Source: an optimization exercise on an open RTL-to-GDS flow (aim: small area, a short achievable clock period and few clock cycles per item). Production flows keep margins and buffers that such runs may drop.
RTL that was checked went through simulation tests only; none was proved equivalent to the original.

## run 1
Design sdiv_op, start of the top module:
module sdiv_op #(parameter INPUTS = 2,
		parameter OUTPUTS = 1,
		parameter DATA_IN_SIZE = 32,
		parameter DATA_OUT_SIZE = 32)
		(
		input clk,
		input rst,
		input [INPUTS * (DATA_IN_SIZE)- 1 : 0]data_in_bus,
		input [INPUTS - 1 : 0]valid_in_bus,
		output [INPUTS - 1 : 0] ready_in_bus,
		output [OUTPUTS * (DATA_OUT_SIZE) - 1 : 0]data_out_bus,
		output [OUTPUTS - 1 : 0]valid_out_bus,
		input [OUTPUTS - 1 : 0] ready_out_bus
);
Settings: LEC_CHECK=0, CAP_MARGIN=20, CORE_MARGIN=2, CORE_UTILIZATION=70, PLACE_DENSITY=0.75, SLEW_MARGIN=20; clock period 90.0 ns.
run.sh (not shown) runs the stock make flow with config.mk's settings and CLKGATE_MAP_FILE= SYNTH_SCRIPT=/design/flow/synth_recipe.tcl, a recipe that flattens the netlist after the stock synthesis.
Run 1 completed; timing, DRC and antenna clean
Here is what was changed in the inputs of run 2 compared with run 1.
Settings: CAP_MARGIN now 60, was 20; SLEW_MARGIN now 60, was 20.
Findings:
Against run 1, maximum frequency in run 2 rose by a little under 10%.
Clock skew, run 2 and run 1: smaller value in run 1
Number of buffer and inverter instances along the worst setup path, run 2 and run 1: higher on run 1
The area share of buffers outside the clock network on run 2 is in line with that on run 1.
Run 2 vs run 1: hold path depth down in run 2
Function was not checked in any run of this note: the RTL went through the layout flow alone.


== oak ==
Another version of the RTL of sdiv_op (not shown whole).
For scale: about 210 flip-flops, ~100 I/O pins, ~21000 sq um of cells after synthesis.
==> flow/design.v (excerpt) <==
module sdiv_op #(parameter INPUTS = 2,
		parameter OUTPUTS = 1,
		parameter DATA_IN_SIZE = 32,
		parameter DATA_OUT_SIZE = 32)
		(
		input clk,
		input rst,
		input [INPUTS * (DATA_IN_SIZE)- 1 : 0]data_in_bus,
		input [INPUTS - 1 : 0]valid_in_bus,
		output [INPUTS - 1 : 0] ready_in_bus,
		output [OUTPUTS * (DATA_OUT_SIZE) - 1 : 0]data_out_bus,
		output [OUTPUTS - 1 : 0]valid_out_bus,
		input [OUTPUTS - 1 : 0] ready_out_bus
);
==> flow/config.mk <==
export PLATFORM = sky130hd
export DESIGN_NAME = sdiv_op
export DESIGN_NICKNAME = sdiv_op
export VERILOG_FILES = /design/flow/design.v
export SDC_FILE = /design/flow/constraint.sdc
export NUM_CORES = 4
export LEC_CHECK = 0
export CAP_MARGIN = 80
export CORE_MARGIN = 2
export CORE_UTILIZATION = 40
export SLEW_MARGIN = 80
==> flow/constraint.sdc <==
create_clock -name core_clock -period 90.0 [get_ports {clk}]
set_input_delay 18.0000 -clock core_clock [delete_from_list [all_inputs] [get_ports {clk}]]
set_output_delay 18.0000 -clock core_clock [all_outputs]
set_load 0.01 [all_outputs]
The following lists how pine was set up differently from oak:
- CAP_MARGIN now 20, was 80
- SLEW_MARGIN now 20, was 80
## What came out
Compared with oak, pine shows a higher sequential share of layout area. Worst endpoint data arrival time of pine is on par with oak. Final critical delay including setup and external delays in pine vs oak: down 0.0048 ns.
Function was not checked in any run of this note: the RTL went through the layout flow alone.


Another version of the RTL of sdiv_op (not shown whole).
Size in the first run: roughly 2400 cells after synthesis, about 210 flip-flops, about 100 I/O pins, about 20000 µm² of cells after synthesis.
Settings: LEC_CHECK=0, CAP_MARGIN=20, CORE_MARGIN=2, CORE_UTILIZATION=40, SLEW_MARGIN=20; clock period 90.0 ns.
The starting point produced a clean layout.
Change:
Settings changed: CTS_BUF_LIST set to sky130_fd_sc_hd__clkbuf_4.
Sequential share of layout area stays flat. Hold slack is about the same. Sequential cell count stays the same. Clock-buffer cell count went up by 43.
No run of this note included a check of the RTL's function; only the layout flow was run.


Another version of the RTL of sdiv_op (not shown whole).
Size in the first run: roughly 2,300 cells after synthesis, about 200 flip-flops.
export LEC_CHECK = 0
export CAP_MARGIN = 0
export CORE_MARGIN = 2
export CORE_UTILIZATION = 40
export CTS_CLUSTER_DIAMETER = 100
export CTS_CLUSTER_SIZE = 20
export SLEW_MARGIN = 0
create_clock -name core_clock -period 90.0 [get_ports {clk}]
standard.sh (not shown) runs the stock make flow with config.mk's settings and CLKGATE_MAP_FILE= SYNTH_SCRIPT=/design/flow/synth_recipe.tcl, a recipe that flattens the netlist after the stock synthesis.
==> flow/flow/run.sh <==
#!/bin/bash
# The standard layout, except that the port buffers are buf_2 cells
# rather than the cell buffer_ports picks by default (clkdlybuf4s50_1).
set -euo pipefail
export BUFFER_PORTS_ARGS="-buffer_cell sky130_fd_sc_hd__buf_2"
bash standard.sh > standard_make.log 2>&1
Testbench counts at the start, summed over its fixed seeds: cycles 5,387, items 2,400.
Then changed:
Settings changed: CAP_MARGIN 0 to 20, CORE_UTILIZATION 40 to 55, SLEW_MARGIN 0 to 20.
Outcome: Via count came out higher by 0.44%; cell area came out lower by 1.3%; non-clock buffer count came out lower by 5; global-route usage came out higher by 8.4 points; synthesized area does not change; synthesized cell count stays the same; maximum frequency is about the same; final cell count came out lower by about 5.6%.
Then changed:
Settings changed: CORE_UTILIZATION 55 to 40.
=> Worst setup slack loses 0.026 ns. Die area went up by 37%. Routed wire length went up by 2.3%. Critical path depth stays the same.
Then changed:
Settings changed: CTS_CLUSTER_DIAMETER 100 to default, CTS_CLUSTER_SIZE 20 to default.
Result: The changed run finished with timing, DRC and antenna clean; register-to-register slack got worse by 0.03 ns; design area climbs by 1.6%; via count stays flat; global-route usage is about the same; critical path depth does not change; synthesized cell count is unchanged.
Then changed:
Settings changed: CTS_CLUSTER_DIAMETER from default to 120, CTS_CLUSTER_SIZE from default to 24.
Outcome: Final area drops by 2.3%; wire length came out lower by 0.66%; global-route usage drops by 0.12 points; worst hold slack is better by 0.013 ns; setup slack improves by 0.041 ns.


v36:
The RTL this note starts from:
==> flow/design.v <==
module joinC #(parameter N = 2)(
	input [N - 1 : 0] valid_in,
	output reg  [N - 1 : 0] ready_in,
	output valid_out,
	input ready_out
);
	assign valid_out = &valid_in; 
	reg[N - 1 : 0] singleValid;
	integer i, j;
	always @(*)begin
		for(i = 0; i < N; i = i + 1)begin
			singleValid[i] = 1;
			for(j = 0; j < N; j = j + 1)
				if(i != j)
					singleValid[i] = singleValid[i] & valid_in[j];
		end
		for(i = 0; i < N; i = i + 1)begin
			ready_in[i] = singleValid[i] & ready_out;
		end
	end
endmodule
module OEHB #(parameter INPUTS = 2,
		parameter OUTPUTS = 1,
		parameter DATA_IN_SIZE = 32,
		parameter DATA_OUT_SIZE = 32)
	(
		input clk,
		input rst,
		input [INPUTS * (DATA_IN_SIZE)- 1 : 0]data_in_bus,
		input [INPUTS - 1 : 0]valid_in_bus,
		output [INPUTS - 1 : 0] ready_in_bus,
		output [OUTPUTS * (DATA_OUT_SIZE) - 1 : 0]data_out_bus,
		output reg [OUTPUTS - 1 : 0]valid_out_bus,
		input 	[OUTPUTS - 1 : 0] ready_out_bus
);
	wire reg_en;
	reg [DATA_IN_SIZE - 1 : 0] data_reg;
	always@(posedge clk, posedge rst)
		if(rst)
			valid_out_bus[0] <= 0;
		else
			valid_out_bus[0] <= valid_in_bus[0] | ~ready_in_bus[0];
	always@(posedge clk, posedge rst)
		if(rst)
			data_reg <= 0;
		else if(reg_en)
			data_reg <= data_in_bus[0 * DATA_IN_SIZE +: DATA_IN_SIZE];
	assign data_out_bus[0 * DATA_OUT_SIZE +: DATA_OUT_SIZE] = data_reg;
	assign ready_in_bus[0] = ~valid_out_bus[0] | ready_out_bus[0];
	assign reg_en = ready_in_bus[0] & valid_in_bus[0];
endmodule
module sdiv_op #(parameter INPUTS = 2,
		parameter OUTPUTS = 1,
		parameter DATA_IN_SIZE = 32,
		parameter DATA_OUT_SIZE = 32)
		(
		input clk,
		input rst,
		input [INPUTS * (DATA_IN_SIZE)- 1 : 0]data_in_bus,
		input [INPUTS - 1 : 0]valid_in_bus,
		output [INPUTS - 1 : 0] ready_in_bus,
		output [OUTPUTS * (DATA_OUT_SIZE) - 1 : 0]data_out_bus,
		output [OUTPUTS - 1 : 0]valid_out_bus,
		input [OUTPUTS - 1 : 0] ready_out_bus
);
	localparam K    = 4;                  
	localparam K1   = 3;                  
	localparam NC   = 1 + (32 - K1 + K - 1) / K;   
	localparam CW   = (NC > 8) ? 4 : (NC > 4) ? 3 : (NC > 2) ? 2 : 1;
	localparam DW   = K1 + (NC - 1) * K;  
	function [5:0] clz;
		input [31:0] x;
		integer i;
		begin
			clz = 6'd32;
			for (i = 0; i < 32; i = i + 1)
				if (x[i]) clz = 6'd31 - i;
		end
	endfunction
	function [32:0] add32;
		input [31:0] x, y;
		input        cin;
		reg [31:0] g, p, G, P;
		reg [32:0] cy;
		integer i, l, w;
		begin
			g = x & y;
			p = x ^ y;
			G = g;
			P = p;
			for (l = 0; l < 5; l = l + 1) begin
				w = 1 << l;
				for (i = 31; i >= 0; i = i - 1)
					if (i % (2 * w) == 2 * w - 1) begin
						G[i] = G[i] | (P[i] & G[i - w]);
						P[i] = P[i] & P[i - w];
					end
			end
			for (l = 3; l >= 0; l = l - 1) begin
				w = 1 << l;
				for (i = 31; i >= 0; i = i - 1)
					if (i >= 3 * w - 1 && i % (2 * w) == w - 1) begin
						G[i] = G[i] | (P[i] & G[i - w]);
						P[i] = P[i] & P[i - w];
					end
			end
			cy[0] = cin;
			for (i = 0; i < 32; i = i + 1)
				cy[i + 1] = G[i] | (P[i] & cin);
			add32 = {cy[32], p ^ cy[31:0]};
		end
	endfunction
	reg        sa, sb;
	reg [30:0] ma, mb;
	reg f0, f1;           
	reg rdy0, rdy1;       
	reg          busy;
	reg          fin;     
	reg [CW-1:0] cnt;     
	reg [31:0]   rem;     
	reg [DW-1:0] dq;      
	reg [31:0]   dvs;     
	reg          dsn;     
	reg          neg;     
	reg [31:0] qout;
	reg        qvalid;
	assign ready_in_bus  = {rdy1, rdy0};
	assign data_out_bus  = qout;
	assign valid_out_bus = qvalid;
	wire start    = ~busy & f0 & f1;
	wire [31:0] ax   = {1'b0, ma};            
	wire [31:0] bx   = {1'b0, mb};            
	wire [31:0] amag = ax + sa;
	wire [32:0] adif = {1'b0, amag} + {1'b0, ~bx} + {32'd0, ~sb};    
	wire        sgn1 = (sa ^ sb) & adif[32];
	wire [31:0] dvd  = sgn1 ? adif[31:0] : amag;
	wire        apow = sa & ~|(ma[30:1] & ~ma[29:0]);    
	wire [6:0]  nb   = {1'b0, clz(bx)} - {1'b0, clz(ax)} + {6'd0, apow} + 7'd1;
	reg [CW-1:0] c1;      
	reg [30:0]   rem0;
	reg [DW-1:0] dq0;
	integer c;
	always @(*) begin
		c1 = NC - 1;
		for (c = NC - 1; c >= 1; c = c - 1)
			if (nb[6] || nb <= K1 + (c - 1) * K)        
				c1 = c - 1;
		rem0 = 31'd0;
		dq0  = {DW{1'b0}};
		for (c = 0; c < NC; c = c + 1)
			if (c1 == c) begin
				rem0 = (K1 + c * K >= 32) ? 31'd0 : (dvd >> (K1 + c * K));
				dq0  = {{(DW-32){1'b0}}, dvd} << (DW - K1 - c * K);
			end
	end
	reg [31:0]   w;
	reg [DW-1:0] d;
	reg [31:0]   bv;
	reg          bs;
	reg          op;
	reg [32:0]   sum;
	integer j;
	always @(*) begin
		w  = rem;
		d  = dq;
		bv = dvs;
		bs = dsn;
		for (j = 0; j < K; j = j + 1) begin
			if (j == K - K1 && !busy) begin
				w  = {1'b0, rem0};
				d  = dq0;
				bv = bx;
				bs = sb;
			end
			op  = ~w[31];
			sum = add32({w[30:0], d[DW-1]}, bv ^ {32{op}}, op ^ bs);
			w   = sum[31:0];
			d   = {d[DW-2:0], ~w[31]};
		end
	end
	wire        last = busy ? ((cnt == 0) | fin) : (c1 == 0);
	wire        sgn  = busy ? neg : sgn1;
	wire [31:0] qf   = (busy & fin) ? dq[31:0] : d[31:0];
	wire [31:0] res  = qf ^ {32{sgn}};
	wire take    = start | busy;                   
	wire hold_o  = qvalid & ~ready_out_bus[0];     
	wire busy_n  = (take & ~last) | (take & last & hold_o);
	wire f0_n    = (~f0 | start) ? valid_in_bus[0] : f0;    
	wire f1_n    = (~f1 | start) ? valid_in_bus[1] : f1;
	always @(posedge clk, posedge rst)
		if (rst) begin
			f0 <= 1'b0; f1 <= 1'b0;
			busy <= 1'b0;
			qvalid <= 1'b0;
		end else begin
			f0 <= f0_n; f1 <= f1_n;
			busy <= busy_n;
			qvalid <= hold_o | (take & last);
		end
	always @(posedge clk) begin
		rdy0 <= ~f0_n | (f1_n & ~busy_n);
		rdy1 <= ~f1_n | (f0_n & ~busy_n);
	end
	always @(posedge clk) begin
		if (~f0 | start) begin                       
			sa <= data_in_bus[31];
			ma <= data_in_bus[30:0] ^ {31{data_in_bus[31]}};
		end
		if (~f1 | start) begin                       
			sb <= data_in_bus[63];
			mb <= data_in_bus[62:32] ^ {31{data_in_bus[63]}};
		end
		if (~hold_o) qout <= res;
		if (~busy) begin
			dvs <= bx;
			dsn <= sb;
			neg <= sgn1;
		end
		rem <= w;
		if (~(busy & fin)) dq <= d;
		fin <= last;
		if (start | busy) cnt <= busy ? cnt - 1'b1 : c1 - 1'b1;
	end
endmodule
Settings: LEC_CHECK=0, CAP_MARGIN=20, CORE_MARGIN=2, CORE_UTILIZATION=40, SLEW_MARGIN=20; clock period 90.0 ns.
Scripts as last shown in full above: flow/flow/run.sh
Testbench counts of v36, summed over its fixed seeds: cycles 5,387, items 2,400.
The following lists how v6 was set up differently from v36:
==> flow/run.sh (new file) <==
#!/bin/bash
# synth_recipe.tcl (not shown) runs the flow's synth.tcl, then flattens the netlist and writes it again
# the make line also repeats each setting of config.mk as NAME=value (left out here)
make -C /OpenROAD-flow-scripts/flow DESIGN_CONFIG=/design/flow/config.mk WORK_HOME=/design/flow/orfs CLKGATE_MAP_FILE= SYNTH_SCRIPT=/design/flow/synth_recipe.tcl finish
removed: flow/flow/run.sh
removed: flow/standard.sh
--- outcome ---
Re final area: v36 and v6 aren't equal, and the higher value belongs to v6. Critical path arrival: v6 higher than v36. Non-clock buffer count, v36 and v6: larger value in v6. Cmp v36 and v6 / maximum frequency / higher: v36. Going from v36 to v6, slew at the pin closest to its max-slew limit now larger, overall global routing resource usage now larger.

## separate check: timing with driven ports
The results above use ideal ports. As a check the final layouts listed here were re-extracted and re-timed, cells and wires unchanged. Step 1 assumes that a clkbuf_16 drives the clock port and a buf_2 every other input. Step 2 also shifts input and output timing later by t, the mid clock arrival at the registers, as if the neighbouring blocks saw the same clock. Three values: ideal ports, drivers, drivers and shift; two values: the first two.
run	t (ns)	setup slack, ns	hold slack, ns	worst slew at a driven data input, ns	cell pins on the clock port's net
run 1	0.571	65.390 / 65.390 / 65.390	0.600 / 0.600 / 0.600	0.06	1
run 2	0.581	67.205 / 67.205 / 67.205	0.595 / 0.595 / 0.595	0.07	1
oak	0.640	70.373 / 70.315 / 70.866	0.544 / 0.544 / 0.544	0.05	1
pine	0.629	70.378 / 70.321 / 70.553	0.560 / 0.560 / 0.560	0.04	1
the first run of note 3	0.611	70.530 / 70.470 / 70.416	0.580 / 0.580 / 0.580	0.04	1
the second run of note 3	0.875	70.275 / 70.222 / 70.424	0.580 / 0.580 / 0.580	0.04	1
the first run of note 4	0.582	70.952 / 70.896 / 70.755	0.555 / 0.555 / 0.555	0.04	1
the second run of note 4	0.558	70.954 / 70.898 / 70.846	0.582 / 0.582 / 0.582	0.04	1
the third run of note 4	0.586	70.929 / 70.874 / 70.756	0.537 / 0.537 / 0.537	0.04	1
the fourth run of note 4	0.615	70.910 / 70.853 / 70.739	0.531 / 0.531 / 0.531	0.04	1
the fifth run of note 4	0.564	70.951 / 70.897 / 70.777	0.543 / 0.543 / 0.543	0.04	1
v36	0.597	70.916 / 70.864 / 70.817	0.582 / 0.582 / 0.582	0.04	1
v6	0.609	70.561 / 70.507 / 70.607	0.570 / 0.570 / 0.570	0.05	1
After both steps every run listed still meets setup and hold. For the first run of note 4, which loses most, drivers alone change the setup slack by -0.056 ns; drivers and shift together by -0.197 ns.
